This design comes from an exercise in tuning for small area and a short achievable clock period on the open sky130 flow, not from production work.
No functional check of the RTL was part of any run shown here.

## flow/design.v (module list and top-level ports; edited modules follow where they fit)
// module recip_x2_lut: 265 lines
// module float_recip: 150 lines
// module mul_a: 544 lines
// module mul_c: 1052 lines
// module booth_enc: 13 lines
// module rfa: 6 lines
// module rha: 6 lines
// module rbp: 5 lines
module float_recip(clk,rst,i_cip,i_sj,i_vstart,i_vector_length,i_v0,i_v1,i_v2,i_v3,i_v4,i_v5,i_v6,i_v7,o_result, o_busy);
  // ...
==> flow/run.sh <==
#!/bin/bash
# synth_recipe.tcl (not shown) runs the flow's synth.tcl, then flattens the netlist and writes it again
# the make line also repeats each setting of config.mk as NAME=value (left out here)
make -C /OpenROAD-flow-scripts/flow DESIGN_CONFIG=/design/flow/config.mk WORK_HOME=/design/flow/orfs CLKGATE_MAP_FILE= SYNTH_SCRIPT=/design/flow/synth_recipe.tcl finish
==> flow/config.mk <==
export PLATFORM = sky130hd
export DESIGN_NAME = float_recip
export DESIGN_NICKNAME = float_recip
export VERILOG_FILES = /design/flow/design.v
export SDC_FILE = /design/flow/constraint.sdc
export NUM_CORES = 4
export LEC_CHECK = 0
export CAP_MARGIN = 20
export CORE_MARGIN = 2
export CORE_UTILIZATION = 40
export PLACE_DENSITY = 0.6
export SLEW_MARGIN = 20
export SYNTH_HIERARCHICAL = 1
export SYNTH_MINIMUM_KEEP_SIZE = 0
==> flow/constraint.sdc <==
create_clock -name core_clock -period 10.0 [get_ports {clk}]
set_input_delay 2.0000 -clock core_clock [delete_from_list [all_inputs] [get_ports {clk}]]
set_output_delay 2.0000 -clock core_clock [all_outputs]
set_load 0.01 [all_outputs]
==> run notes, run 1 <==
Status: finished clean
Largest reg by FF count: o_result
Dominant class by area: multi-input combinational cells
Clk buf depth: 3
Number of hold buffers added after CTS: 0
WP depth: 10
Crit path kind: reg -> reg
Crit-path max FO: 25
Startpoint of the lowest-slack hold path: d5[15]
Final setup violation count: 0
Chip height: 344 um
Critical path origin: d6[8]
Placed Cells: 5808
Final hold violation count: 0
Slowest stage delay, CP: 830 ps
Layout net count: 5473
Total GRT Usage: 23.1%
Die Wd: 344 um
Syn avg cell area: 11.2 um^2
Num sequential: 774
Final Cell Area: 0.0537 mm^2
Initial antenna violation count: 18
Bufs w/o clock: 471
Top-level I/O count: 667
Max-slew violations: 0
Crit path DAT: 4560 ps
CP Launch Type: flop
Pre-CTS WS: 6050 ps
==> module recip_x2_lut, before the edit <==
module recip_x2_lut(n, y);
input  wire [7:0] n;
output reg [14:0] y;
always @*
begin
case (n)
8'd0: y = 15'h0000;
8'd1: y = 15'h770f;
8'd2: y = 15'h761f;
8'd3: y = 15'h752f;
8'd4: y = 15'h743f;
8'd5: y = 15'h6b9b;
8'd6: y = 15'h6aba;
8'd7: y = 15'h69d9;
8'd8: y = 15'h616e;
8'd9: y = 15'h5a0c;
8'd10: y = 15'h5946;
8'd11: y = 15'h5880;
8'd12: y = 15'h57ba;
8'd13: y = 15'h56f5;
8'd14: y = 15'h4ef0;
8'd15: y = 15'h4e38;
8'd16: y = 15'h4821;
8'd17: y = 15'h4773;
8'd18: y = 15'h46c5;
8'd19: y = 15'h3fef;
8'd20: y = 15'h3f4c;
8'd21: y = 15'h3eaa;
8'd22: y = 15'h3e07;
8'd23: y = 15'h3d65;
8'd24: y = 15'h3280;
8'd25: y = 15'h31f0;
8'd26: y = 15'h3160;
8'd27: y = 15'h30d0;
8'd28: y = 15'h3040;
8'd29: y = 15'h2fb0;
8'd30: y = 15'h2955;
8'd31: y = 15'h28cf;
8'd32: y = 15'h242e;
8'd33: y = 15'h23af;
8'd34: y = 15'h2330;
8'd35: y = 15'h22b2;
8'd36: y = 15'h1d5e;
8'd37: y = 15'h1ce8;
8'd38: y = 15'h1c71;
8'd39: y = 15'h1bfb;
8'd40: y = 15'h1791;
8'd41: y = 15'h1721;
8'd42: y = 15'h16b2;
8'd43: y = 15'h1191;
8'd44: y = 15'h1129;
8'd45: y = 15'h10c1;
8'd46: y = 15'h1059;
8'd47: y = 15'h0ff2;
8'd48: y = 15'h0c7b;
8'd49: y = 15'h0c19;
8'd50: y = 15'h0bb6;
8'd51: y = 15'h06c8;
8'd52: y = 15'h066d;
8'd53: y = 15'h0611;
8'd54: y = 15'h05b6;
8'd55: y = 15'h055a;
8'd56: y = 15'h0207;
8'd57: y = 15'h01b0;
8'd58: y = 15'h015a;
8'd59: y = 15'h792e;
8'd60: y = 15'h788e;
8'd61: y = 15'h77ee;
8'd62: y = 15'h774f;
8'd63: y = 15'h76af;
8'd64: y = 15'h71b8;
8'd65: y = 15'h711e;
8'd66: y = 15'h7085;
8'd67: y = 15'h6fec;
8'd68: y = 15'h682d;
8'd69: y = 15'h679f;
8'd70: y = 15'h6711;
8'd71: y = 15'h6682;
8'd72: y = 15'h604a;
8'd73: y = 15'h5fc4;
8'd74: y = 15'h5f3e;
8'd75: y = 15'h5eb8;
8'd76: y = 15'h5e32;
8'd77: y = 15'h31cb;
8'd78: y = 15'h30d1;
8'd79: y = 15'h2fd7;
8'd80: y = 15'h2c86;
8'd81: y = 15'h2b98;
8'd82: y = 15'h2aaa;
8'd83: y = 15'h29bb;
8'd84: y = 15'h28cd;
8'd85: y = 15'h27df;
8'd86: y = 15'h26f0;
8'd87: y = 15'h2602;
8'd88: y = 15'h1fba;
8'd89: y = 15'h1ee7;
8'd90: y = 15'h1e15;
8'd91: y = 15'h1d43;
8'd92: y = 15'h1c71;
8'd93: y = 15'h1b9e;
8'd94: y = 15'h1acc;
8'd95: y = 15'h19fa;
8'd96: y = 15'h1784;
8'd97: y = 15'h16bb;
8'd98: y = 15'h15f2;
8'd99: y = 15'h1528;
8'd100: y = 15'h1125;
8'd101: y = 15'h106d;
8'd102: y = 15'h0fb5;
8'd103: y = 15'h0efe;
8'd104: y = 15'h0d00;
8'd105: y = 15'h0c4f;
8'd106: y = 15'h0b9e;
8'd107: y = 15'h0aed;
8'd108: y = 15'h0a3b;
8'd109: y = 15'h098a;
8'd110: y = 15'h08d9;
8'd111: y = 15'h0828;
8'd112: y = 15'h0610;
8'd113: y = 15'h0307;
8'd114: y = 15'h026b;
8'd115: y = 15'h01cf;
8'd116: y = 15'h0133;
8'd117: y = 15'h0096;
8'd118: y = 15'h7ff5;
8'd119: y = 15'h7ebc;
8'd120: y = 15'h7b51;
8'd121: y = 15'h7a24;
8'd122: y = 15'h78f8;
8'd123: y = 15'h77cc;
8'd124: y = 15'h76a0;
8'd125: y = 15'h7574;
8'd126: y = 15'h7448;
8'd127: y = 15'h731c;
8'd128: y = 15'h7000;
8'd129: y = 15'h7e02;
8'd130: y = 15'h7c06;
8'd131: y = 15'h7a0a;
8'd132: y = 15'h780e;
8'd133: y = 15'h7612;
8'd134: y = 15'h7416;
8'd135: y = 15'h721a;
8'd136: y = 15'h70f0;
8'd137: y = 15'h6f2e;
8'd138: y = 15'h6d6c;
8'd139: y = 15'h6baa;
8'd140: y = 15'h69e8;
8'd141: y = 15'h6826;
8'd142: y = 15'h6677;
8'd143: y = 15'h64b9;
8'd144: y = 15'h638d;
8'd145: y = 15'h61fb;
8'd146: y = 15'h6068;
8'd147: y = 15'h5ede;
8'd148: y = 15'h5d4f;
8'd149: y = 15'h5bc0;
8'd150: y = 15'h5a31;
8'd151: y = 15'h58a2;
8'd152: y = 15'h5793;
8'd153: y = 15'h562a;
8'd154: y = 15'h54c1;
8'd155: y = 15'h5358;
8'd156: y = 15'h51ef;
8'd157: y = 15'h5086;
8'd158: y = 15'h4f2e;
8'd159: y = 15'h4dc8;
8'd160: y = 15'h4ccc;
8'd161: y = 15'h4b86;
8'd162: y = 15'h4a41;
8'd163: y = 15'h48fc;
8'd164: y = 15'h47b7;
8'd165: y = 15'h4672;
8'd166: y = 15'h452d;
8'd167: y = 15'h43e8;
8'd168: y = 15'h430c;
8'd169: y = 15'h41e3;
8'd170: y = 15'h40ba;
8'd171: y = 15'h3f98;
8'd172: y = 15'h3e72;
8'd173: y = 15'h3d4c;
8'd174: y = 15'h3c26;
8'd175: y = 15'h3b00;
8'd176: y = 15'h3a2e;
8'd177: y = 15'h3920;
8'd178: y = 15'h3811;
8'd179: y = 15'h370a;
8'd180: y = 15'h35ff;
8'd181: y = 15'h34f3;
8'd182: y = 15'h33e8;
8'd183: y = 15'h32dc;
8'd184: y = 15'h3216;
8'd185: y = 15'h311e;
8'd186: y = 15'h3027;
8'd187: y = 15'h2f36;
8'd188: y = 15'h2e41;
8'd189: y = 15'h2d4c;
8'd190: y = 15'h2c58;
8'd191: y = 15'h2b63;
8'd192: y = 15'h2aaa;
8'd193: y = 15'h29c8;
8'd194: y = 15'h28e6;
8'd195: y = 15'h2804;
8'd196: y = 15'h2722;
8'd197: y = 15'h2641;
8'd198: y = 15'h255f;
8'd199: y = 15'h247d;
8'd200: y = 15'h23d5;
8'd201: y = 15'h2306;
8'd202: y = 15'h2236;
8'd203: y = 15'h2167;
8'd204: y = 15'h2097;
8'd205: y = 15'h1fd0;
8'd206: y = 15'h1f03;
8'd207: y = 15'h1e36;
8'd208: y = 15'h1d89;
8'd209: y = 15'h1cc8;
8'd210: y = 15'h1c08;
8'd211: y = 15'h1b47;
8'd212: y = 15'h1a87;
8'd213: y = 15'h19c6;
8'd214: y = 15'h1905;
8'd215: y = 15'h1845;
8'd216: y = 15'h17b3;
8'd217: y = 15'h1701;
8'd218: y = 15'h164f;
8'd219: y = 15'h159c;
8'd220: y = 15'h14ea;
8'd221: y = 15'h1438;
8'd222: y = 15'h1386;
8'd223: y = 15'h12d4;
8'd224: y = 15'h1249;
8'd225: y = 15'h11a2;
8'd226: y = 15'h10fb;
8'd227: y = 15'h1055;
8'd228: y = 15'h0fb5;
8'd229: y = 15'h0f10;
8'd230: y = 15'h0e6c;
8'd231: y = 15'h0dc8;
8'd232: y = 15'h0d3d;
8'd233: y = 15'h0ca2;
8'd234: y = 15'h0c07;
8'd235: y = 15'h0b6b;
8'd236: y = 15'h0ad0;
8'd237: y = 15'h0a35;
8'd238: y = 15'h0999;
8'd239: y = 15'h08fe;
8'd240: y = 15'h0888;
8'd241: y = 15'h07f7;
8'd242: y = 15'h0767;
8'd243: y = 15'h06d6;
8'd244: y = 15'h0646;
8'd245: y = 15'h05b5;
8'd246: y = 15'h0525;
8'd247: y = 15'h0494;
8'd248: y = 15'h0421;
8'd249: y = 15'h0398;
8'd250: y = 15'h0310;
8'd251: y = 15'h0288;
8'd252: y = 15'h0200;
8'd253: y = 15'h0178;
8'd254: y = 15'h00f0;
8'd255: y = 15'h0068;
endcase
end
endmodule
==> module float_recip, before the edit <==
module float_recip(clk,rst,i_cip,i_sj,i_vstart,i_vector_length,i_v0,i_v1,i_v2,i_v3,i_v4,i_v5,i_v6,i_v7,o_result, o_busy);
input  wire clk;         
input  wire rst;
input  wire [15:0] i_cip;     
input  wire i_vstart;
input  wire [6:0] i_vector_length;
input wire [63:0] i_v0;
input wire [63:0] i_v1;
input wire [63:0] i_v2;
input wire [63:0] i_v3;
input wire [63:0] i_v4;
input wire [63:0] i_v5;
input wire [63:0] i_v6;
input wire [63:0] i_v7;
input  wire [63:0] i_sj;
output reg [63:0] o_result;
output wire       o_busy;
reg  [7:0] reservation_time;
reg        busy;         
reg  [7:0] vsel;         
always @(posedge clk)
   if (rst)
      reservation_time <= 8'd0;
   else if (i_vstart)
      reservation_time <= {1'b0, i_vector_length} + 8'd4;    
   else if (reservation_time != 8'd0)
      reservation_time <= reservation_time - 8'd1;
wire busy_next = ~rst & (i_vstart | (reservation_time[7:1] != 7'd0));
always @(posedge clk)
begin
   busy <= busy_next;
   if (i_vstart)
      vsel <= busy_next ? (8'd1 << i_cip[5:3]) : 8'd0;
   else
      vsel <= busy_next ? vsel : 8'd0;
end
assign o_busy = busy;
wire [31:0] src = ({32{~busy}}   & i_sj[63:32]) |
                  ({32{vsel[0]}} & i_v0[63:32]) |
                  ({32{vsel[1]}} & i_v1[63:32]) |
                  ({32{vsel[2]}} & i_v2[63:32]) |
                  ({32{vsel[3]}} & i_v3[63:32]) |
                  ({32{vsel[4]}} & i_v4[63:32]) |
                  ({32{vsel[5]}} & i_v5[63:32]) |
                  ({32{vsel[6]}} & i_v6[63:32]) |
                  ({32{vsel[7]}} & i_v7[63:32]);
reg        s0;
reg [14:0] e0;
reg [15:0] d0;
always @(posedge clk)
begin
   s0 <= src[31];
   e0 <= src[30:16];
   d0 <= src[15:0];
end
reg        s1;
reg [14:0] e1;
reg        h1;
always @(posedge clk)
begin
   s1 <= s0;
   e1 <= e0;
   h1 <= (d0[15:8] == 8'h80);
end
wire [14:0] exp1 = ~e1 + (h1 ? (e1[14] ? 15'd3 : 15'h7fff) : (e1[14] ? 15'd2 : 15'd0));
reg [15:0] se2, se3, se4, se5, se6, se7, se8, se9, se10, se11, se12;    
reg [15:0] d1, d2, d3, d4, d5, d6, d7, d8;
always @(posedge clk)
begin
   se2  <= {s1, exp1};
   se3  <= se2;
   se4  <= se3;
   se5  <= se4;
   se6  <= se5;
   se7  <= se6;
   se8  <= se7;
   se9  <= se8;
   se10 <= se9;
   se11 <= se10;
   se12 <= se11;
   d1 <= d0;
   d2 <= d1;
   d3 <= d2;
   d4 <= d3;
   d5 <= d4;
   d6 <= d5;
   d7 <= d6;
   d8 <= d7;
end
wire [14:0] x2_tab;
recip_x2_lut lut(.n(d6[15:8]), .y(x2_tab));
reg  [14:0] x2_7;
reg         half7, half8, half9, half10, half11, half12;
always @(posedge clk)
begin
   x2_7   <= x2_tab;
   half7  <= (d6[15:8] == 8'h80);
   half8  <= half7;
   half9  <= half8;
   half10 <= half9;
   half11 <= half10;
   half12 <= half11;
end
wire [7:0]  x2_neg, x2_one, x2_two;
booth_enc enc(.yl(x2_7), .neg(x2_neg), .one(x2_one), .two(x2_two));
reg [6:0]  neg8, neg9, neg10;
reg [7:0]  one8, one9, one10;
reg [7:0]  two8, two9, two10;
always @(posedge clk)
begin
   neg8  <= x2_neg[6:0];
   one8  <= x2_one;
   two8  <= x2_two;
   neg9  <= neg8;
   one9  <= one8;
   two9  <= two8;
   neg10 <= neg9;
   one10 <= one9;
   two10 <= two9;
end
wire [32:0] b3_a, b3_b;
mul_a ma(.neg({1'b1, neg8}), .one(one8), .two(two8), .m(d8), .ra(b3_a), .rb(b3_b));
reg  [32:0] b3a_9, b3b_9;
always @(posedge clk)
begin
   b3a_9 <= b3_a;
   b3b_9 <= b3_b;
end
reg  [32:0] b3_10;
always @(posedge clk)
   b3_10 <= b3a_9 + b3b_9;
wire [48:0] p_a, p_b;
mul_c mc(.neg({1'b1, neg10}), .one(one10), .two(two10), .m(b3_10), .ra(p_a), .rb(p_b));
reg  [48:0] pa_11, pb_11;
reg  [1:0]  s11, s12;
always @(posedge clk)
begin
   pa_11 <= p_a;
   pb_11 <= p_b;
   s11   <= b3_10[32] ? 2'd0 : b3_10[31] ? 2'd1 : 2'd2;
   s12   <= s11;
end
reg  [48:0] p_12;
always @(posedge clk)
   p_12 <= pa_11 + pb_11;
wire [48:0] c3 = p_12 << s12;
wire [47:0] x3 = c3[48] ? c3[48:1] : c3[47] ? c3[47:0] : {c3[46:0], 1'b0};
always @(posedge clk)
   o_result <= half12 ? {se12, 1'b1, 47'b0} : {se12, x3};
endmodule
==> run 2, diff against run 1 <==
--- a/flow/design.v
+++ b/flow/design.v
@@ -1,265 +1,20 @@
-module recip_x2_lut(n, y);
-input  wire [7:0] n;
-output reg [14:0] y;
-always @*
-begin
-case (n)
-8'd0: y = 15'h0000;
-8'd1: y = 15'h770f;
-8'd2: y = 15'h761f;
-8'd3: y = 15'h752f;
-8'd4: y = 15'h743f;
-8'd5: y = 15'h6b9b;
-8'd6: y = 15'h6aba;
-8'd7: y = 15'h69d9;
-8'd8: y = 15'h616e;
-8'd9: y = 15'h5a0c;
-8'd10: y = 15'h5946;
-8'd11: y = 15'h5880;
-8'd12: y = 15'h57ba;
-8'd13: y = 15'h56f5;
-8'd14: y = 15'h4ef0;
-8'd15: y = 15'h4e38;
-8'd16: y = 15'h4821;
-8'd17: y = 15'h4773;
-8'd18: y = 15'h46c5;
-8'd19: y = 15'h3fef;
-8'd20: y = 15'h3f4c;
-8'd21: y = 15'h3eaa;
-8'd22: y = 15'h3e07;
-8'd23: y = 15'h3d65;
-8'd24: y = 15'h3280;
-8'd25: y = 15'h31f0;
-8'd26: y = 15'h3160;
-8'd27: y = 15'h30d0;
-8'd28: y = 15'h3040;
-8'd29: y = 15'h2fb0;
-8'd30: y = 15'h2955;
-8'd31: y = 15'h28cf;
-8'd32: y = 15'h242e;
-8'd33: y = 15'h23af;
-8'd34: y = 15'h2330;
-8'd35: y = 15'h22b2;
-8'd36: y = 15'h1d5e;
-8'd37: y = 15'h1ce8;
-8'd38: y = 15'h1c71;
-8'd39: y = 15'h1bfb;
-8'd40: y = 15'h1791;
-8'd41: y = 15'h1721;
-8'd42: y = 15'h16b2;
-8'd43: y = 15'h1191;
-8'd44: y = 15'h1129;
-8'd45: y = 15'h10c1;
-8'd46: y = 15'h1059;
-8'd47: y = 15'h0ff2;
-8'd48: y = 15'h0c7b;
-8'd49: y = 15'h0c19;
-8'd50: y = 15'h0bb6;
-8'd51: y = 15'h06c8;
-8'd52: y = 15'h066d;
-8'd53: y = 15'h0611;
-8'd54: y = 15'h05b6;
-8'd55: y = 15'h055a;
-8'd56: y = 15'h0207;
-8'd57: y = 15'h01b0;
-8'd58: y = 15'h015a;
-8'd59: y = 15'h792e;
-8'd60: y = 15'h788e;
-8'd61: y = 15'h77ee;
-8'd62: y = 15'h774f;
-8'd63: y = 15'h76af;
-8'd64: y = 15'h71b8;
-8'd65: y = 15'h711e;
-8'd66: y = 15'h7085;
-8'd67: y = 15'h6fec;
-8'd68: y = 15'h682d;
-8'd69: y = 15'h679f;
-8'd70: y = 15'h6711;
-8'd71: y = 15'h6682;
-8'd72: y = 15'h604a;
-8'd73: y = 15'h5fc4;
-8'd74: y = 15'h5f3e;
-8'd75: y = 15'h5eb8;
-8'd76: y = 15'h5e32;
-8'd77: y = 15'h31cb;
-8'd78: y = 15'h30d1;
-8'd79: y = 15'h2fd7;
-8'd80: y = 15'h2c86;
-8'd81: y = 15'h2b98;
-8'd82: y = 15'h2aaa;
-8'd83: y = 15'h29bb;
-8'd84: y = 15'h28cd;
-8'd85: y = 15'h27df;
-8'd86: y = 15'h26f0;
-8'd87: y = 15'h2602;
-8'd88: y = 15'h1fba;
-8'd89: y = 15'h1ee7;
-8'd90: y = 15'h1e15;
-8'd91: y = 15'h1d43;
-8'd92: y = 15'h1c71;
-8'd93: y = 15'h1b9e;
-8'd94: y = 15'h1acc;
-8'd95: y = 15'h19fa;
-8'd96: y = 15'h1784;
-8'd97: y = 15'h16bb;
-8'd98: y = 15'h15f2;
-8'd99: y = 15'h1528;
-8'd100: y = 15'h1125;
-8'd101: y = 15'h106d;
-8'd102: y = 15'h0fb5;
-8'd103: y = 15'h0efe;
-8'd104: y = 15'h0d00;
-8'd105: y = 15'h0c4f;
-8'd106: y = 15'h0b9e;
-8'd107: y = 15'h0aed;
-8'd108: y = 15'h0a3b;
-8'd109: y = 15'h098a;
-8'd110: y = 15'h08d9;
-8'd111: y = 15'h0828;
-8'd112: y = 15'h0610;
-8'd113: y = 15'h0307;
-8'd114: y = 15'h026b;
-8'd115: y = 15'h01cf;
-8'd116: y = 15'h0133;
-8'd117: y = 15'h0096;
-8'd118: y = 15'h7ff5;
-8'd119: y = 15'h7ebc;
-8'd120: y = 15'h7b51;
-8'd121: y = 15'h7a24;
-8'd122: y = 15'h78f8;
-8'd123: y = 15'h77cc;
-8'd124: y = 15'h76a0;
-8'd125: y = 15'h7574;
-8'd126: y = 15'h7448;
-8'd127: y = 15'h731c;
-8'd128: y = 15'h7000;
-8'd129: y = 15'h7e02;
-8'd130: y = 15'h7c06;
-8'd131: y = 15'h7a0a;
-8'd132: y = 15'h780e;
-8'd133: y = 15'h7612;
-8'd134: y = 15'h7416;
-8'd135: y = 15'h721a;
-8'd136: y = 15'h70f0;
-8'd137: y = 15'h6f2e;
-8'd138: y = 15'h6d6c;
-8'd139: y = 15'h6baa;
-8'd140: y = 15'h69e8;
-8'd141: y = 15'h6826;
-8'd142: y = 15'h6677;
-8'd143: y = 15'h64b9;
-8'd144: y = 15'h638d;
-8'd145: y = 15'h61fb;
-8'd146: y = 15'h6068;
-8'd147: y = 15'h5ede;
-8'd148: y = 15'h5d4f;
-8'd149: y = 15'h5bc0;
-8'd150: y = 15'h5a31;
-8'd151: y = 15'h58a2;
-8'd152: y = 15'h5793;
-8'd153: y = 15'h562a;
-8'd154: y = 15'h54c1;
-8'd155: y = 15'h5358;
-8'd156: y = 15'h51ef;
-8'd157: y = 15'h5086;
-8'd158: y = 15'h4f2e;
-8'd159: y = 15'h4dc8;
-8'd160: y = 15'h4ccc;
-8'd161: y = 15'h4b86;
-8'd162: y = 15'h4a41;
-8'd163: y = 15'h48fc;
-8'd164: y = 15'h47b7;
-8'd165: y = 15'h4672;
-8'd166: y = 15'h452d;
-8'd167: y = 15'h43e8;
-8'd168: y = 15'h430c;
-8'd169: y = 15'h41e3;
-8'd170: y = 15'h40ba;
-8'd171: y = 15'h3f98;
-8'd172: y = 15'h3e72;
-8'd173: y = 15'h3d4c;
-8'd174: y = 15'h3c26;
-8'd175: y = 15'h3b00;
-8'd176: y = 15'h3a2e;
-8'd177: y = 15'h3920;
-8'd178: y = 15'h3811;
-8'd179: y = 15'h370a;
-8'd180: y = 15'h35ff;
-8'd181: y = 15'h34f3;
-8'd182: y = 15'h33e8;
-8'd183: y = 15'h32dc;
-8'd184: y = 15'h3216;
-8'd185: y = 15'h311e;
-8'd186: y = 15'h3027;
-8'd187: y = 15'h2f36;
-8'd188: y = 15'h2e41;
-8'd189: y = 15'h2d4c;
-8'd190: y = 15'h2c58;
-8'd191: y = 15'h2b63;
-8'd192: y = 15'h2aaa;
-8'd193: y = 15'h29c8;
-8'd194: y = 15'h28e6;
-8'd195: y = 15'h2804;
-8'd196: y = 15'h2722;
-8'd197: y = 15'h2641;
-8'd198: y = 15'h255f;
-8'd199: y = 15'h247d;
-8'd200: y = 15'h23d5;
-8'd201: y = 15'h2306;
-8'd202: y = 15'h2236;
-8'd203: y = 15'h2167;
-8'd204: y = 15'h2097;
-8'd205: y = 15'h1fd0;
-8'd206: y = 15'h1f03;
-8'd207: y = 15'h1e36;
-8'd208: y = 15'h1d89;
-8'd209: y = 15'h1cc8;
-8'd210: y = 15'h1c08;
-8'd211: y = 15'h1b47;
-8'd212: y = 15'h1a87;
-8'd213: y = 15'h19c6;
-8'd214: y = 15'h1905;
-8'd215: y = 15'h1845;
-8'd216: y = 15'h17b3;
-8'd217: y = 15'h1701;
-8'd218: y = 15'h164f;
-8'd219: y = 15'h159c;
-8'd220: y = 15'h14ea;
-8'd221: y = 15'h1438;
-8'd222: y = 15'h1386;
-8'd223: y = 15'h12d4;
-8'd224: y = 15'h1249;
-8'd225: y = 15'h11a2;
-8'd226: y = 15'h10fb;
-8'd227: y = 15'h1055;
-8'd228: y = 15'h0fb5;
-8'd229: y = 15'h0f10;
-8'd230: y = 15'h0e6c;
-8'd231: y = 15'h0dc8;
-8'd232: y = 15'h0d3d;
-8'd233: y = 15'h0ca2;
-8'd234: y = 15'h0c07;
-8'd235: y = 15'h0b6b;
-8'd236: y = 15'h0ad0;
-8'd237: y = 15'h0a35;
-8'd238: y = 15'h0999;
-8'd239: y = 15'h08fe;
-8'd240: y = 15'h0888;
-8'd241: y = 15'h07f7;
-8'd242: y = 15'h0767;
-8'd243: y = 15'h06d6;
-8'd244: y = 15'h0646;
-8'd245: y = 15'h05b5;
-8'd246: y = 15'h0525;
-8'd247: y = 15'h0494;
-8'd248: y = 15'h0421;
-8'd249: y = 15'h0398;
-8'd250: y = 15'h0310;
-8'd251: y = 15'h0288;
-8'd252: y = 15'h0200;
-8'd253: y = 15'h0178;
-8'd254: y = 15'h00f0;
-8'd255: y = 15'h0068;
-endcase
-end
+module recip_x2_lut(h, l, y);
+input  wire [15:0] h;
+input  wire [15:0] l;
+output wire [14:0] y;
+assign y[0] = (h[0] & (l[1] | l[2] | l[3] | l[4] | l[5] | l[7] | l[13])) | (h[1] & (l[0] | l[1] | l[2] | l[3] | l[6] | l[7] | l[14] | l[15])) | (h[2] & (l[1] | l[6] | l[7] | l[8] | l[9] | l[11] | l[12] | l[13] | l[14])) | (h[3] & (l[0] | l[1] | l[4] | l[5] | l[8] | l[14] | l[15])) | (h[4] & (l[2] | l[4] | l[5] | l[6] | l[13] | l[14] | l[15])) | (h[5] & (l[3] | l[4] | l[5] | l[9] | l[10] | l[11] | l[12])) | (h[6] & (l[1] | l[4] | l[5] | l[6] | l[9] | l[11] | l[12] | l[14])) | (h[7] & (l[1] | l[2] | l[3] | l[4] | l[6] | l[8])) | (h[8] & (l[14] | l[15])) | (h[9] & (l[0] | l[1] | l[4] | l[6] | l[8] | l[10] | l[12])) | (h[10] & (l[2] | l[4] | l[6] | l[9])) | (h[11] & (l[2] | l[4] | l[5] | l[10] | l[12] | l[15])) | (h[12] & (l[5] | l[6] | l[7] | l[8] | l[11] | l[12] | l[14])) | (h[13] & (l[0] | l[3] | l[4] | l[6] | l[7] | l[8] | l[9] | l[10])) | (h[14] & (l[0] | l[2] | l[3] | l[4] | l[8] | l[10] | l[11] | l[13] | l[14])) | (h[15] & (l[1] | l[2] | l[5] | l[6] | l[8]));
+assign y[1] = (h[0] & (l[1] | l[2] | l[3] | l[4] | l[5] | l[6] | l[8] | l[10] | l[12])) | (h[1] & (l[1] | l[3] | l[5] | l[6] | l[15])) | (h[2] & (l[0] | l[1] | l[3] | l[4] | l[7] | l[10] | l[15])) | (h[3] & (l[0] | l[2] | l[6] | l[7] | l[8] | l[10] | l[11] | l[12] | l[13] | l[14] | l[15])) | (h[4] & (l[1] | l[5] | l[7] | l[8] | l[10] | l[12] | l[13] | l[15])) | (h[5] & (l[0] | l[2] | l[3] | l[5] | l[7] | l[8] | l[9] | l[11] | l[13] | l[15])) | (h[6] & (l[1] | l[2] | l[7] | l[9] | l[10] | l[12] | l[13])) | (h[7] & (l[1] | l[2] | l[3] | l[4] | l[5])) | (h[8] & (l[1] | l[2] | l[3] | l[4] | l[5] | l[6] | l[7] | l[9] | l[11] | l[13] | l[14])) | (h[9] & (l[1] | l[3] | l[4] | l[7] | l[8] | l[9] | l[12] | l[13] | l[14])) | (h[10] & (l[1] | l[4] | l[5] | l[9] | l[10] | l[12] | l[14])) | (h[11] & (l[0] | l[3] | l[4] | l[5] | l[8] | l[9] | l[10] | l[11] | l[15])) | (h[12] & (l[0] | l[2] | l[4] | l[6] | l[9] | l[10] | l[11] | l[12] | l[14] | l[15])) | (h[13] & (l[3] | l[4] | l[5] | l[8] | l[10] | l[12] | l[14])) | (h[14] & (l[1] | l[2] | l[9] | l[10] | l[11] | l[15])) | (h[15] & (l[1] | l[2] | l[3] | l[4]));
+assign y[2] = (h[0] & (l[1] | l[2] | l[3] | l[4] | l[8] | l[9] | l[10] | l[13])) | (h[1] & (l[2] | l[3] | l[4] | l[6] | l[7] | l[14] | l[15])) | (h[2] & (l[0] | l[1] | l[4])) | (h[3] & (l[2] | l[4] | l[6] | l[8] | l[11] | l[12] | l[13] | l[14] | l[15])) | (h[4] & (l[1] | l[2] | l[3] | l[4] | l[5] | l[9] | l[10] | l[15])) | (h[5] & (l[0] | l[4] | l[5] | l[9] | l[10] | l[13] | l[14])) | (h[6] & (l[0] | l[4] | l[5] | l[6] | l[7] | l[9] | l[10] | l[11])) | (h[7] & (l[1] | l[3] | l[5] | l[6] | l[7] | l[9] | l[11] | l[13] | l[15])) | (h[8] & (l[2] | l[4] | l[6] | l[9] | l[10] | l[13] | l[14])) | (h[9] & (l[0] | l[3] | l[4] | l[12] | l[13] | l[14])) | (h[10] & (l[0] | l[1] | l[3] | l[4] | l[6] | l[8] | l[13] | l[14])) | (h[11] & (l[0] | l[4] | l[7] | l[8] | l[9] | l[10] | l[11] | l[13])) | (h[12] & (l[2] | l[3] | l[6] | l[7] | l[8] | l[9] | l[10] | l[11] | l[12] | l[15])) | (h[13] & (l[3] | l[4] | l[5] | l[6] | l[7] | l[10] | l[11] | l[14] | l[15])) | (h[14] & (l[3] | l[4] | l[6] | l[8] | l[10] | l[13] | l[15])) | (h[15] & (l[1] | l[2] | l[3] | l[4] | l[5] | l[6] | l[7]));
+assign y[3] = (h[0] & (l[1] | l[2] | l[3] | l[4] | l[5] | l[6] | l[7] | l[8] | l[9] | l[12] | l[15])) | (h[1] & (l[3] | l[4] | l[5] | l[15])) | (h[2] & (l[0] | l[1] | l[4] | l[5] | l[7] | l[12] | l[14])) | (h[3] & (l[0] | l[1] | l[3] | l[4] | l[7] | l[10] | l[11] | l[12] | l[13] | l[14] | l[15])) | (h[4] & (l[0] | l[1] | l[3] | l[4] | l[5] | l[8] | l[10] | l[11] | l[13])) | (h[5] & (l[1] | l[2] | l[3] | l[4] | l[5] | l[8] | l[13] | l[14] | l[15])) | (h[6] & (l[1] | l[3] | l[5] | l[7] | l[9] | l[10] | l[11] | l[12] | l[13] | l[14] | l[15])) | (h[7] & (l[2] | l[3] | l[7] | l[10] | l[11] | l[14] | l[15])) | (h[8] & (l[3] | l[4] | l[7] | l[9] | l[10] | l[11] | l[12] | l[15])) | (h[9] & (l[0] | l[1] | l[2] | l[3] | l[4] | l[9] | l[11] | l[12] | l[14] | l[15])) | (h[10] & (l[0] | l[3] | l[6] | l[7] | l[8] | l[10] | l[11] | l[13])) | (h[11] & (l[0] | l[3] | l[4] | l[6] | l[7] | l[9] | l[13] | l[14])) | (h[12] & (l[0] | l[1] | l[6] | l[7])) | (h[13] & (l[0] | l[1] | l[2] | l[10] | l[11] | l[12] | l[13])) | (h[14] & (l[0] | l[2] | l[6] | l[7] | l[8] | l[11] | l[14] | l[15])) | (h[15] & (l[0] | l[9] | l[11] | l[13] | l[15]));
+assign y[4] = (h[0] & (l[2] | l[4] | l[5] | l[6] | l[7] | l[12] | l[13] | l[14] | l[15])) | (h[1] & (l[1] | l[9] | l[11] | l[13] | l[14])) | (h[2] & (l[2] | l[3] | l[4] | l[6] | l[7] | l[8] | l[10] | l[11] | l[14] | l[15])) | (h[3] & (l[0] | l[1] | l[2] | l[5] | l[6] | l[7] | l[9] | l[10])) | (h[4] & (l[0] | l[1] | l[5] | l[6] | l[10] | l[11] | l[12] | l[14] | l[15])) | (h[5] & (l[1] | l[3] | l[5] | l[6] | l[8] | l[10] | l[12] | l[13] | l[15])) | (h[6] & (l[1] | l[2] | l[6] | l[7] | l[10] | l[12] | l[14])) | (h[7] & (l[0] | l[4] | l[5] | l[6] | l[7] | l[8] | l[10] | l[13] | l[15])) | (h[8] & (l[5] | l[6] | l[7] | l[8] | l[14] | l[15])) | (h[9] & (l[1] | l[3] | l[6] | l[8] | l[11])) | (h[10] & (l[3] | l[4] | l[5] | l[10] | l[11] | l[12])) | (h[11] & (l[2] | l[4] | l[5] | l[7] | l[8] | l[9] | l[11] | l[14])) | (h[12] & (l[6] | l[7] | l[8] | l[10] | l[12] | l[13] | l[15])) | (h[13] & (l[8] | l[11] | l[13] | l[15])) | (h[14] & (l[2] | l[3] | l[4] | l[5] | l[8] | l[12] | l[13] | l[14] | l[15])) | (h[15] & (l[1] | l[3] | l[5] | l[7] | l[9] | l[10] | l[13] | l[14]));
+assign y[5] = (h[0] & (l[3] | l[4] | l[6] | l[8] | l[12] | l[13] | l[14] | l[15])) | (h[1] & (l[0] | l[1] | l[3] | l[5] | l[7] | l[9] | l[10] | l[13])) | (h[2] & (l[0] | l[1] | l[2] | l[3] | l[5] | l[6] | l[7] | l[9] | l[10] | l[12] | l[15])) | (h[3] & (l[0] | l[2] | l[4] | l[6] | l[9] | l[11] | l[13] | l[15])) | (h[4] & (l[0] | l[3] | l[4] | l[10] | l[11] | l[12])) | (h[5] & (l[2] | l[3] | l[6] | l[8] | l[9] | l[12] | l[15])) | (h[6] & (l[1] | l[2] | l[3] | l[4] | l[5] | l[6] | l[7] | l[11] | l[12] | l[15])) | (h[7] & (l[2] | l[4] | l[6] | l[7] | l[9] | l[10] | l[12] | l[13])) | (h[8] & (l[8] | l[9] | l[10] | l[11] | l[12] | l[13] | l[14] | l[15])) | (h[9] & (l[1] | l[2] | l[6] | l[7] | l[9] | l[12] | l[14])) | (h[10] & (l[3] | l[4] | l[5] | l[6] | l[7] | l[9] | l[10] | l[12] | l[14])) | (h[11] & (l[0] | l[1] | l[4] | l[5] | l[6] | l[10] | l[11] | l[15])) | (h[12] & (l[0] | l[2] | l[4] | l[7] | l[10] | l[11] | l[15])) | (h[13] & (l[8] | l[12] | l[13])) | (h[14] & (l[1] | l[2] | l[4] | l[6] | l[8] | l[9] | l[11] | l[13] | l[15])) | (h[15] & (l[1] | l[2] | l[5] | l[6] | l[8] | l[13] | l[14] | l[15]));
+assign y[6] = (h[0] & (l[7] | l[8] | l[10] | l[13] | l[14])) | (h[1] & (l[1] | l[2] | l[3] | l[4] | l[7] | l[9] | l[10] | l[11] | l[12] | l[14] | l[15])) | (h[2] & (l[4] | l[5] | l[6] | l[7] | l[13] | l[14] | l[15])) | (h[3] & (l[0] | l[3] | l[4] | l[7] | l[10] | l[13] | l[14])) | (h[4] & (l[3] | l[8] | l[9] | l[13] | l[14] | l[15])) | (h[5] & (l[4] | l[5] | l[6] | l[9] | l[11] | l[12] | l[14] | l[15])) | (h[6] & (l[2] | l[5] | l[7] | l[9] | l[11] | l[14])) | (h[7] & (l[2] | l[3] | l[6] | l[8] | l[10] | l[11] | l[13] | l[14])) | (h[8] & (l[8] | l[10] | l[12] | l[14])) | (h[9] & (l[1] | l[2] | l[3] | l[4] | l[5] | l[10] | l[11] | l[12] | l[15])) | (h[10] & (l[0] | l[2] | l[3] | l[5] | l[7] | l[9] | l[12] | l[13])) | (h[11] & (l[4] | l[5] | l[6] | l[7] | l[12] | l[13] | l[14] | l[15])) | (h[12] & (l[1] | l[2] | l[5] | l[6] | l[7] | l[8] | l[11] | l[13])) | (h[13] & (l[1] | l[3] | l[5] | l[7] | l[10] | l[12] | l[15])) | (h[14] & (l[0] | l[2] | l[3] | l[6] | l[7] | l[11] | l[12] | l[15])) | (h[15] & (l[1] | l[2] | l[3] | l[4] | l[13] | l[14] | l[15]));
+assign y[7] = (h[0] & (l[5] | l[6] | l[7] | l[11] | l[12] | l[13] | l[14])) | (h[1] & (l[2] | l[3] | l[5] | l[8] | l[9] | l[11] | l[13] | l[15])) | (h[2] & (l[1] | l[3] | l[5] | l[7] | l[8] | l[10] | l[11] | l[13] | l[15])) | (h[3] & (l[2] | l[3] | l[6] | l[9] | l[12] | l[13] | l[15])) | (h[4] & (l[0] | l[2] | l[3] | l[5] | l[7] | l[9] | l[11] | l[13] | l[14] | l[15])) | (h[5] & (l[0] | l[1] | l[2] | l[3] | l[4] | l[5] | l[6] | l[8] | l[9] | l[13] | l[14] | l[15])) | (h[6] & (l[0] | l[1] | l[2] | l[6] | l[7] | l[10] | l[11] | l[13] | l[14])) | (h[7] & (l[3] | l[5] | l[6] | l[7] | l[10] | l[11] | l[12])) | (h[8] & (l[8] | l[11] | l[12] | l[15])) | (h[9] & (l[0] | l[1] | l[3] | l[5] | l[7] | l[8] | l[10] | l[12] | l[13] | l[15])) | (h[10] & (l[0] | l[1] | l[3] | l[4] | l[7] | l[9] | l[10] | l[11])) | (h[11] & (l[4] | l[5] | l[6] | l[7])) | (h[12] & (l[0] | l[1] | l[2] | l[8] | l[12] | l[13])) | (h[13] & (l[0] | l[1] | l[4] | l[5] | l[8] | l[11] | l[12] | l[14] | l[15])) | (h[14] & (l[1] | l[2] | l[4] | l[7] | l[9] | l[12] | l[14] | l[15])) | (h[15] & (l[0] | l[1] | l[3] | l[5] | l[7] | l[9] | l[11] | l[14]));
+assign y[8] = (h[0] & (l[1] | l[3] | l[5] | l[7] | l[8] | l[10] | l[12])) | (h[1] & (l[1] | l[3] | l[4] | l[7] | l[9] | l[10] | l[13] | l[14])) | (h[2] & (l[1] | l[2] | l[4] | l[7] | l[8] | l[9] | l[11] | l[12] | l[15])) | (h[3] & (l[2] | l[6] | l[7] | l[9] | l[10] | l[11] | l[13] | l[14])) | (h[4] & (l[0] | l[1] | l[3] | l[5] | l[6] | l[9] | l[10] | l[13] | l[15])) | (h[5] & (l[1] | l[3] | l[5] | l[8] | l[11] | l[13] | l[15])) | (h[6] & (l[0] | l[2] | l[3] | l[4] | l[6] | l[8] | l[10] | l[13])) | (h[7] & (l[1] | l[3] | l[4] | l[6] | l[8] | l[11] | l[13] | l[15])) | (h[8] & (l[9] | l[10] | l[11] | l[12])) | (h[9] & (l[0] | l[1] | l[4] | l[5] | l[8] | l[11] | l[12] | l[14] | l[15])) | (h[10] & (l[1] | l[4] | l[6] | l[7] | l[8] | l[9] | l[11] | l[13] | l[15])) | (h[11] & (l[1] | l[3] | l[4] | l[6] | l[9] | l[11] | l[13] | l[15])) | (h[12] & (l[1] | l[4] | l[6] | l[8] | l[9] | l[11] | l[13] | l[14])) | (h[13] & (l[0] | l[3] | l[5] | l[6] | l[8] | l[9] | l[11] | l[14])) | (h[14] & (l[1] | l[4] | l[5] | l[7] | l[8] | l[11] | l[14])) | (h[15] & (l[1] | l[2] | l[5] | l[6] | l[9] | l[10] | l[13]));
+assign y[9] = (h[0] & (l[1] | l[2] | l[5] | l[6] | l[9] | l[12] | l[13] | l[14] | l[15])) | (h[1] & (l[1] | l[2] | l[3] | l[4] | l[5] | l[6] | l[8] | l[13])) | (h[2] & (l[1] | l[2] | l[3] | l[7] | l[8] | l[9] | l[10] | l[15])) | (h[3] & (l[2] | l[3] | l[4] | l[5] | l[8] | l[13] | l[14] | l[15])) | (h[4] & (l[3] | l[5] | l[6] | l[7] | l[9] | l[10] | l[11] | l[12] | l[15])) | (h[5] & (l[1] | l[2] | l[5] | l[6] | l[7] | l[8] | l[9] | l[10] | l[13] | l[14])) | (h[6] & (l[0] | l[1] | l[6] | l[7] | l[10] | l[11] | l[12])) | (h[7] & (l[0] | l[1] | l[2] | l[6] | l[7] | l[8] | l[9] | l[11] | l[12] | l[15])) | (h[8] & (l[1] | l[3] | l[5] | l[7] | l[9] | l[11] | l[14])) | (h[9] & (l[0] | l[3] | l[5] | l[6] | l[8] | l[9] | l[11] | l[14])) | (h[10] & (l[1] | l[2] | l[4] | l[5] | l[7] | l[8] | l[11] | l[12] | l[15])) | (h[11] & (l[0] | l[3] | l[6] | l[7] | l[8] | l[11] | l[12] | l[15])) | (h[12] & (l[0] | l[4] | l[5] | l[8] | l[9] | l[10] | l[13] | l[14] | l[15])) | (h[13] & (l[3] | l[4] | l[8] | l[9] | l[10] | l[14] | l[15])) | (h[14] & (l[0] | l[4] | l[5] | l[6] | l[11] | l[12] | l[13])) | (h[15] & (l[1] | l[2] | l[3] | l[4] | l[9] | l[10] | l[11] | l[12]));
+assign y[10] = (h[0] & (l[1] | l[2] | l[3] | l[4] | l[12] | l[13] | l[14] | l[15])) | (h[1] & (l[1] | l[2] | l[3] | l[4] | l[5] | l[6] | l[7] | l[13])) | (h[2] & (l[0] | l[4] | l[5] | l[6] | l[8] | l[9] | l[10] | l[15])) | (h[3] & (l[0] | l[1] | l[3] | l[4] | l[5] | l[6] | l[7] | l[13] | l[14] | l[15])) | (h[4] & (l[3] | l[5] | l[6] | l[7] | l[9] | l[10] | l[11] | l[12] | l[15])) | (h[5] & (l[0] | l[5] | l[6] | l[7] | l[8] | l[9] | l[10] | l[11] | l[12])) | (h[6] & (l[0] | l[1] | l[2] | l[3] | l[6] | l[7] | l[8] | l[9])) | (h[7] & (l[0] | l[6] | l[7] | l[11] | l[12] | l[13] | l[14])) | (h[8] & (l[1] | l[2] | l[5] | l[6] | l[9] | l[10] | l[14] | l[15])) | (h[9] & (l[3] | l[4] | l[8] | l[9] | l[10] | l[14] | l[15])) | (h[10] & (l[0] | l[4] | l[5] | l[6] | l[11] | l[12] | l[13] | l[14])) | (h[11] & (l[3] | l[4] | l[5] | l[11] | l[12] | l[13] | l[14])) | (h[12] & (l[4] | l[5] | l[6] | l[7] | l[13] | l[14] | l[15])) | (h[13] & (l[0] | l[1] | l[2] | l[8] | l[9] | l[10] | l[11] | l[12] | l[13])) | (h[14] & (l[4] | l[5] | l[6] | l[7] | l[8] | l[9] | l[10])) | (h[15] & (l[1] | l[2] | l[3] | l[4] | l[5] | l[6] | l[7] | l[8]));
+assign y[11] = (h[0] & (l[5] | l[6] | l[7] | l[9] | l[10] | l[11] | l[14] | l[15])) | (h[1] & (l[0] | l[3] | l[4] | l[5] | l[6] | l[7] | l[13] | l[14] | l[15])) | (h[2] & (l[4] | l[5] | l[6] | l[7] | l[15])) | (h[3] & (l[0] | l[1] | l[2] | l[11] | l[12])) | (h[4] & (l[3] | l[4] | l[9] | l[10] | l[11] | l[12] | l[15])) | (h[5] & (l[0] | l[1] | l[2] | l[3] | l[4] | l[8] | l[9] | l[10] | l[11] | l[12] | l[13] | l[14] | l[15])) | (h[6] & (l[6] | l[7] | l[8] | l[9] | l[10] | l[11] | l[12] | l[13] | l[14] | l[15])) | (h[7] & (l[6] | l[7] | l[8] | l[9] | l[10])) | (h[8] & (l[1] | l[2] | l[3] | l[4] | l[9] | l[10] | l[11] | l[12] | l[13])) | (h[9] & (l[3] | l[4] | l[5] | l[6] | l[7] | l[14] | l[15])) | (h[10] & (l[0] | l[1] | l[2] | l[3] | l[11] | l[12] | l[13] | l[14] | l[15])) | (h[11] & (l[0] | l[1] | l[2] | l[11] | l[12] | l[13] | l[14] | l[15])) | (h[12] & (l[0] | l[1] | l[2] | l[3] | l[13] | l[14] | l[15])) | (h[13] & (l[0] | l[1] | l[2] | l[3] | l[4] | l[5] | l[6] | l[7])) | (h[14] & (l[4] | l[5] | l[6] | l[7] | l[8] | l[9] | l[10] | l[11] | l[12] | l[13] | l[14] | l[15])) | (h[15] & (l[0]));
+assign y[12] = (h[0] & (l[1] | l[2] | l[3] | l[4] | l[9] | l[10] | l[11] | l[12] | l[13])) | (h[1] & (l[3] | l[4] | l[5] | l[6] | l[7] | l[8] | l[9] | l[10] | l[11] | l[12])) | (h[2] & (l[4] | l[5] | l[6] | l[7] | l[8] | l[9] | l[10] | l[11] | l[12] | l[13] | l[14])) | (h[3] & (l[11] | l[12] | l[13] | l[14] | l[15])) | (h[4] & (l[0] | l[1] | l[2] | l[9] | l[10] | l[11] | l[12] | l[13] | l[14])) | (h[5] & (l[8] | l[9] | l[10] | l[11] | l[12] | l[13] | l[14] | l[15])) | (h[6] & (l[0] | l[1] | l[2] | l[3] | l[4] | l[5])) | (h[7] & (l[6] | l[7] | l[8] | l[9] | l[10] | l[11] | l[12] | l[13] | l[14] | l[15])) | (h[8] & (l[0] | l[1] | l[2] | l[3] | l[4] | l[5] | l[6] | l[7] | l[8])) | (h[9] & (l[3] | l[4] | l[5] | l[6] | l[7] | l[8] | l[9] | l[10] | l[11] | l[12] | l[13])) | (h[10] & (l[11] | l[12] | l[13] | l[14] | l[15])) | (h[11] & (l[0] | l[1] | l[2] | l[3] | l[4] | l[5] | l[6] | l[7] | l[8] | l[9] | l[10])) | (h[12] & (l[13] | l[14] | l[15])) | h[13] | (h[14] & (l[0] | l[1] | l[2] | l[3]));
+assign y[13] = (h[0] & (l[1] | l[2] | l[3] | l[4] | l[5] | l[6] | l[7] | l[8])) | (h[1] & (l[3] | l[4] | l[5] | l[6] | l[7] | l[8] | l[9] | l[10] | l[11] | l[12] | l[13] | l[14] | l[15])) | (h[2] & (l[0] | l[1] | l[2] | l[3])) | (h[3] & (l[11] | l[12] | l[13] | l[14] | l[15])) | (h[4] & (l[0] | l[1] | l[2] | l[3] | l[4] | l[5] | l[6] | l[7] | l[8] | l[13] | l[14] | l[15])) | (h[5] & (l[0] | l[1] | l[2] | l[3] | l[4] | l[5] | l[6] | l[7])) | (h[7] & (l[6] | l[7] | l[8] | l[9] | l[10] | l[11] | l[12] | l[13] | l[14] | l[15])) | h[8] | (h[9] & (l[0] | l[1] | l[2])) | (h[10] & (l[11] | l[12] | l[13] | l[14] | l[15])) | h[11] | (h[12] & (l[0] | l[1] | l[2] | l[3] | l[4] | l[5] | l[6] | l[7] | l[8] | l[9] | l[10] | l[11] | l[12]));
+assign y[14] = (h[0] & (l[1] | l[2] | l[3] | l[4] | l[5] | l[6] | l[7] | l[8] | l[9] | l[10] | l[11] | l[12] | l[13] | l[14] | l[15])) | (h[1] & (l[0] | l[1] | l[2])) | (h[3] & (l[11] | l[12] | l[13] | l[14] | l[15])) | (h[4] & (l[0] | l[1] | l[2] | l[3] | l[4] | l[5] | l[6] | l[7] | l[8] | l[9] | l[10] | l[11] | l[12])) | (h[7] & (l[6] | l[7] | l[8] | l[9] | l[10] | l[11] | l[12] | l[13] | l[14] | l[15])) | h[8] | h[9] | (h[10] & (l[0] | l[1] | l[2] | l[3] | l[4] | l[5] | l[6] | l[7] | l[8] | l[9] | l[10]));
 endmodule
@@ -329,9 +84,25 @@
 end
-wire [14:0] exp1 = ~e1 + (h1 ? (e1[14] ? 15'd3 : 15'h7fff) : (e1[14] ? 15'd2 : 15'd0));
-reg [15:0] se2, se3, se4, se5, se6, se7, se8, se9, se10, se11, se12;    
-reg [15:0] d1, d2, d3, d4, d5, d6, d7, d8;
+wire [14:0] ek1 = h1 ? (e1[14] ? 15'd3 : 15'h7fff) : (e1[14] ? 15'd2 : 15'd0);
+wire [8:0]  elo1 = {1'b0, ~e1[7:0]} + {1'b0, ek1[7:0]};
+reg        s2;
+reg [7:0]  elo2;
+reg        ec2;          
+reg [6:0]  ehi2;         
+reg        em2;          
+always @(posedge clk)
+begin
+   s2   <= s1;
+   elo2 <= elo1[7:0];
+   ec2  <= elo1[8];
+   ehi2 <= ~e1[14:8];
+   em2  <= ek1[14];
+end
+wire [6:0] ehi = ehi2 + {7{em2}} + {6'd0, ec2};
+reg [15:0] se3, se4, se5, se6, se7, se8, se9, se10, se11, se12;    
+reg [15:0] d1, d2, d3, d4, d5, d6;
+reg [7:0]  d7lo;
+reg [15:0] d8;
 always @(posedge clk)
 begin
-   se2  <= {s1, exp1};
-   se3  <= se2;
+   se3  <= {s2, ehi, elo2};
    se4  <= se3;
@@ -351,21 +122,19 @@
    d6 <= d5;
-   d7 <= d6;
-   d8 <= d7;
+   d7lo <= d6[7:0];
 end
-wire [14:0] x2_tab;
-recip_x2_lut lut(.n(d6[15:8]), .y(x2_tab));
-reg  [14:0] x2_7;
-reg         half7, half8, half9, half10, half11, half12;
+reg [15:0] dh7;          
+reg [15:0] dl7;          
 always @(posedge clk)
 begin
-   x2_7   <= x2_tab;
-   half7  <= (d6[15:8] == 8'h80);
-   half8  <= half7;
-   half9  <= half8;
-   half10 <= half9;
-   half11 <= half10;
-   half12 <= half11;
+   dh7 <= 16'd1 << d6[15:12];
+   dl7 <= 16'd1 << d6[11:8];
 end
+wire [3:0] dh7_bin = {|dh7[15:8], |{dh7[15:12], dh7[7:4]}, |{dh7[15:14], dh7[11:10], dh7[7:6], dh7[3:2]},
+                      |{dh7[15], dh7[13], dh7[11], dh7[9], dh7[7], dh7[5], dh7[3], dh7[1]}};
+wire [3:0] dl7_bin = {|dl7[15:8], |{dl7[15:12], dl7[7:4]}, |{dl7[15:14], dl7[11:10], dl7[7:6], dl7[3:2]},
+                      |{dl7[15], dl7[13], dl7[11], dl7[9], dl7[7], dl7[5], dl7[3], dl7[1]}};
+wire [14:0] x2_tab;
+recip_x2_lut lut(.h(dh7), .l(dl7), .y(x2_tab));
 wire [7:0]  x2_neg, x2_one, x2_two;
-booth_enc enc(.yl(x2_7), .neg(x2_neg), .one(x2_one), .two(x2_two));
+booth_enc enc(.yl(x2_tab), .neg(x2_neg), .one(x2_one), .two(x2_two));
 reg [6:0]  neg8, neg9, neg10;
@@ -373,4 +142,6 @@
 reg [7:0]  two8, two9, two10;
+reg        half8, half9, half10, half11, half12;
 always @(posedge clk)
 begin
+   d8    <= {dh7_bin, dl7_bin, d7lo};
    neg8  <= x2_neg[6:0];
@@ -384,2 +155,7 @@
    two10 <= two9;
+   half8  <= dh7[8] & dl7[0];
+   half9  <= half8;
+   half10 <= half9;
+   half11 <= half10;
+   half12 <= half11;
 end
==> run 2 against run 1 <==
Largest cell class unchanged. Sequential share of layout area is 0.59 points higher. Clock skew is 6.3 ps lower. Still clean on timing, DRC and antenna.
==> run notes, run 2 <==
Status: finished clean
CTS tree: built
Fillers: 10500
Post-DRT Antenna Nets: 0
Skew-Pair Late Insertion Delay: 680 ps
CORE AREA: 0.114 mm^2
Mapped cell area: 0.0458 mm^2
Top-level I/O count: 667 (unchanged)
CP Cell Sequence: clkdlybuf4s50_1
HP Class: reg -> reg
Worst path top cell family by delay: buffers and inverters
Setup TNS Final: 0 ps
Fraction of layout cells with a size suffix above 1: 17.4%
Post-CTS Resized: 0
Period utilization: 36.0%
Initial Utilization: 40.2%
Most Used Layer, Global Route: met2
Final setup violation count: 0 (unchanged)
Clk buf depth: 3 (unchanged)
Largest reg by FF count: o_result
Grt met3 use: 4.37%
Worst path slowest cell: clkdlybuf4s50_1
Worst slew pin tran: 1160 ps
Initial antenna violation count: 14 (-4)
Commonest non-fill, non-tap cell in the layout: dfxtp_1
Worst slew margin: 22.3%
Layout net count: 5359 (-2.1%)
Met1 Usage GRT: 25.9%
Largest register FFs: 64
Post-CTS setup buffer count: 0
RR Endpoint: b3b_9[17]
Post-synthesis instance total: 4029
Final Util: 46.8%
Crit-path max FO: 1 (-96%)
Largest net degree at the start of global routing: 89
Min Hold Slack: 291 ps
Routed len/inst: 22.8 um
CP bufs+invs: 1
Worst R2R Start: d8[14]
Worst Setup EP: o_result[48]
CTS buffer count: 83
Critical Path RT: 8000 ps
RSZ-0062 raised after global routing: no
Crit path kind: reg -> out
Total of max-cap violations: 0
Via Count: 33100
CP Launch Type: flop
Area Overhead vs Synth: 16.3%
Slowest stage delay, CP: 550 ps (-280 ps)
Total GRT Usage: 22.6% (-0.51 points)
Worst R2R Path Depth: 6
GRT met2 Usage: 39.4%
Post-DP HPWL: 92.8 mm
DRT Pass-1 Iters: 9
CTS H-tree depth: 3
Die footprint: 0.117 mm^2
Final hold violation count: 0 (unchanged)
Syn avg cell area: 11.4 um^2 (+1.7%)
Row count: 124
R2R setup slack: 6420 ps
Via/cell ratio: 5.65
CTS root buf: clkbuf_16
FMAX: 0.278 GHz
Chip height: 342 um (-0.55%)
CP endpoint kind: output port
RePlAce Congestion: 0.953
Drt drc: 0
Number of hold buffers added after CTS: 0 (unchanged)
Count of buffers from port buffering: 365
Most frequent cells in the layout: 740 x dfxtp_1, 460 x xnor2_1, 376 x a22oi_2
Die Wd: 342 um (-0.55%)
DRT Wirelength: 134 mm
Critical path origin: o_result[48]
WP depth: 1 (-9)
Sink Count: 784
Ys Warns: 7
First-pass GRT wire length: 205 mm
Crit path time final: 3600 ps
Vias in the first global route: 34000
Max-slew violations: 0 (unchanged)
Grt total ovfl: 0
Crit path DAT: 1600 ps (-2960 ps)
Initial DRC count: 2480
Clock transition at path regs: 60 ps
Worst Clk Skew: 50.0 ps
==> run 2: how the worst min path moves through the flow <==
stage | cells past startpoint | from | to | slack [ps]
floorplan | 0 | d0[0] | d1[0] | 310
global placement | 0 | d3[11] | d4[11] | 310
detailed placement | 0 | one9[5] | one10[5] | 310
CTS | 0 | d5[13] | d6[13] | 280
global route | 0 | d5[13] | d6[13] | 300
finish | 0 | d5[13] | d6[13] | 290
==> run 2: final cells by class <==
| cell class | instances | area (um^2) | share of cell area, % |
|---|---|---|---|
| antenna | 11 | 27.5 | 0.0517 |
| clock buffer | 105 | 2280 | 4.28 |
| clock inverter | 40 | 646 | 1.21 |
| inverter | 110 | 413 | 0.775 |
| multi-input combinational | 2833 | 27700 | 52.1 |
| sequential | 784 | 15800 | 29.7 |
| tap | 1512 | 1890 | 3.55 |
| timing repair buffer | 466 | 4430 | 8.31 |
==> run 2: routing by layer <==
layer / vias to the layer above / wire length [um]
met1: 16200 / 51100
met5: - / 0
li1: 15000 / -
met3: 418 / 9280
met4: 0 / 7300
met2: 1494 / 66000
==> run 2: per-stage QoR <==
stage | cells | setup WS, ps | area, um^2
after floorplan | 4066 | 6200 | 45900
after global placement | 5703 | 6230 | 50300
after detailed placement | 5703 | 6220 | 50300
after CTS | 5848 | 6310 | 53200
after global routing | 5861 | 6270 | 53200
final | 5861 | 6400 | 53200
==> run 3, diff against run 2 <==
==> flow/flow/run.sh (new file) <==
#!/bin/bash
set -euo pipefail
bash standard.sh SETUP_SLACK_MARGIN=6.3 "BUFFER_PORTS_ARGS=-buffer_cell sky130_fd_sc_hd__buf_2" finish > standard_flow.log 2>&1
==> flow/standard.sh (new file) <==
#!/bin/bash
# synth_recipe.tcl (not shown) runs the flow's synth.tcl, then flattens the netlist and writes it again
# the make line also repeats each setting of config.mk as NAME=value (left out here)
make -C /OpenROAD-flow-scripts/flow DESIGN_CONFIG=/design/flow/config.mk WORK_HOME=/design/flow/orfs CLKGATE_MAP_FILE= SYNTH_SCRIPT=/design/flow/synth_recipe.tcl "${@:-finish}"
removed: flow/run.sh
==> run 3 against run 2 <==
Still clean on timing, DRC and antenna. Utilization shrank 1.6 points. Cell count increased by 0.12%. Clock skew grew 13 ps. Sequential cell count did not move. Non-clock buffer count shrank 8. Wire length fell by 0.75%. Critical path depth increased by 5. Register-to-register slack got worse by 80 ps. First-iteration DRC count increased by 7.7%.
==> run notes, run 3 <==
Status: finished clean
Die Wd: 342 um (unchanged)
Mapped cell area: 0.0458 mm^2 (unchanged)
Clk buf depth: 3 (unchanged)
Period utilization: 36.6% (+0.56 points)
Fraction of layout cells with a size suffix above 1: 26.0% (+8.5 points)
CP endpoint kind: flop
CTS root buf: clkbuf_16
Final Non-Filler Cells: 5868 (+0.12%)
Number of hold buffers added after CTS: 0 (unchanged)
CTS tree: built
Layout net count: 5353 (-0.11%)
Largest register FFs: 64 (unchanged)
DRT Pass-1 Iters: 9 (unchanged)
RR Endpoint: b3b_9[17]
Largest net degree at the start of global routing: 89 (unchanged)
Crit path DAT: 4180 ps (+2580 ps)
Count of buffers from port buffering: 365 (unchanged)
CORE AREA: 0.114 mm^2 (unchanged)
Crit-path max FO: 18 (+17)
Final hold violation count: 0 (unchanged)
Hold path cells: 0 (unchanged)
Min Hold Slack: 283 ps (-8.43 ps)
Total of max-cap violations: 0 (unchanged)
Via Count: 33300 (+0.51%)
FMAX: 0.274 GHz (-1.5%)
Clock transition at path regs: 60 ps (about the same)
Post-DRT Antenna Nets: 0 (unchanged)
Worst Clk Skew: 62.8 ps (+12.7 ps)
Critical Path RT: 10530 ps (+2530 ps)
Startpoint of the lowest-slack hold path: d0[6]
Initial DRC count: 2672 (+7.7%)
Chip height: 342 um (unchanged)
Initial antenna violation count: 23 (+9)
CP Launch Type: flop
Worst slew pin tran: 1130 ps (-31.2 ps)
Worst slew margin: 24.4% (+2.1 points)
Skew-Pair Late Insertion Delay: 700 ps (+20 ps)
Via/cell ratio: 5.68 (+0.39%)
Worst R2R Start: neg8[6]
Total GRT Usage: 22.4% (-0.21 points)
Top-level I/O count: 667 (unchanged)
Post-DP HPWL: 91.0 mm (-1.9%)
Placed cell area: 0.0484 mm^2 (-3.7%)
Setup TNS Final: 0 ps (unchanged)
Worst R2R Path Depth: 6 (unchanged)
Row count: 124 (unchanged)
Vias in the first global route: 33900 (-0.11%)
Post-CTS setup buffer count: 0 (unchanged)
Ys Warns: 7 (unchanged)
CTS H-tree depth: 3 (unchanged)
Final setup violation count: 0 (unchanged)
Commonest non-fill, non-tap cell in the layout: dfxtp_1
Grt total ovfl: 0 (unchanged)
Post-synthesis instance total: 4029 (unchanged)
Drt drc: 0 (unchanged)
Crit path time final: 3660 ps (+55.9 ps)
First-pass GRT wire length: 204 mm (-0.41%)
Routed len/inst: 22.6 um (-0.87%)
Final Cell Area: 0.0514 mm^2 (-3.4%)
Die footprint: 0.117 mm^2 (unchanged)
R2R setup slack: 6340 ps (-80 ps)
CTS buffer count: 85 (+2.4%)
Most frequent cells in the layout: 737 x dfxtp_1, 460 x xnor2_1, 376 x a22oi_2
Syn avg cell area: 11.4 um^2 (unchanged)
WHS Endpoint: d1[6]
Initial Utilization: 40.2% (unchanged)
RePlAce Congestion: 0.991 (+4.0%)
Area Overhead vs Synth: 12.4%
HP Class: reg -> reg
Crit path kind: reg -> reg
DRT Wirelength: 133 mm (-0.75%)
Placed Cells: 5696 (-0.12%)
RSZ-0062 raised after global routing: yes
Largest reg by FF count: o_result
Max-slew violations: 0 (unchanged)
Sink Count: 784 (unchanged)
-- run 3: cell types whose count changed in the layout (fill, tap and decap cells not counted), sizes merged --
cell	previous run	this run
diode	11	18
bufinv	10	7
buf	101	458
clkdlybuf4s50	365	0
clkbuf	105	108
clkinv	17	24
inv	117	116
clkinvlp	6	8
-- run 3: layer usage --
| layer | track usage [%] | share of wire [%] |
|---|---|---|
| met3 | 4.70 | 7.6 |
| met5 | 0 | 0.0098 |
| met2 | 37.2 | 48 |
| met4 | 11.4 | 5.1 |
| met1 | 27.4 | 40 |
-- run 3: critical path, stage by stage (launching register included) --
cell     delay, ps
dfxtp_1        400
inv_1          830
xnor2_1        210
fa_1           550
fa_1           440
fa_1           570
fa_1           470
-- run 3: timing repair --
item / CTS / global route
setup endpoints to repair: 0 / 10
hold endpoints to repair: 0 / 0
resized for setup: 0 / 5
-- run 3: area by class of cell --
| type | instances | area, um^2 |
|---|---|---|
| multi-input combinational | 2833 | 27700 |
| antenna | 18 | 45.0 |
| timing repair buffer | 458 | 2530 |
| sequential | 784 | 15800 |
| clock inverter | 45 | 624 |
| inverter | 110 | 413 |
| tap | 1512 | 1890 |
| fill | 10800 | 62400 |
| clock buffer | 108 | 2360 |
-- run 3: metrics by stage --
step	util [%]	setup WS, ps
finish	45.2	6340
global route	45.2	6260
detailed placement	42.5	6350
floorplan	-	6300
CTS	45.1	6330
global placement	42.5	6360
-- run 3: how the worst max path moves through the flow --
stage               slack, ps  startpoint         to
detailed placement       6350   b3_10[26]  pb_11[27]
CTS                      6330   b3_10[26]  pb_11[27]
finish                   6340     neg8[6]  b3b_9[17]
global route             6260      d8[10]  b3b_9[17]
floorplan                6300    neg10[4]  pb_11[16]
global placement         6360   b3_10[23]  pb_11[28]

[re-timing with driven ports]
Ports are ideal in the flow. The routed layouts listed here were re-timed in OpenROAD. Step 1 (the two cells are an assumption about what drives the block):
set clk [get_ports {clk}]
set_driving_cell -lib_cell sky130_fd_sc_hd__clkbuf_16 $clk
set_driving_cell -lib_cell sky130_fd_sc_hd__buf_2 [delete_from_list [all_inputs] $clk]
Step 2 also shifts input and output timing later by t, the mid clock arrival at the registers, as if the neighbouring blocks saw the same clock. Three values: ideal, step 1, step 2; two values: the first two.
| run | t (ns) | setup WS [ns] | latest minus earliest clock arrival (ns) | cell pins on the clock port's net |
|---|---|---|---|---|
| run 1 | 0.728 | 5.877 / 5.877 / 5.877 | 0.058 / 0.057 | 1 |
| run 2 | 0.731 | 6.400 / 6.328 / 6.134 | 0.057 / 0.058 | 1 |
| run 3 | 0.738 | 6.344 / 6.344 / 6.344 | 0.066 / 0.066 | 1 |
After both steps setup and hold are still met in every run listed. The setup slack of run 2, which loses most, moves by -0.072 ns with the drivers and by -0.266 ns with both steps.
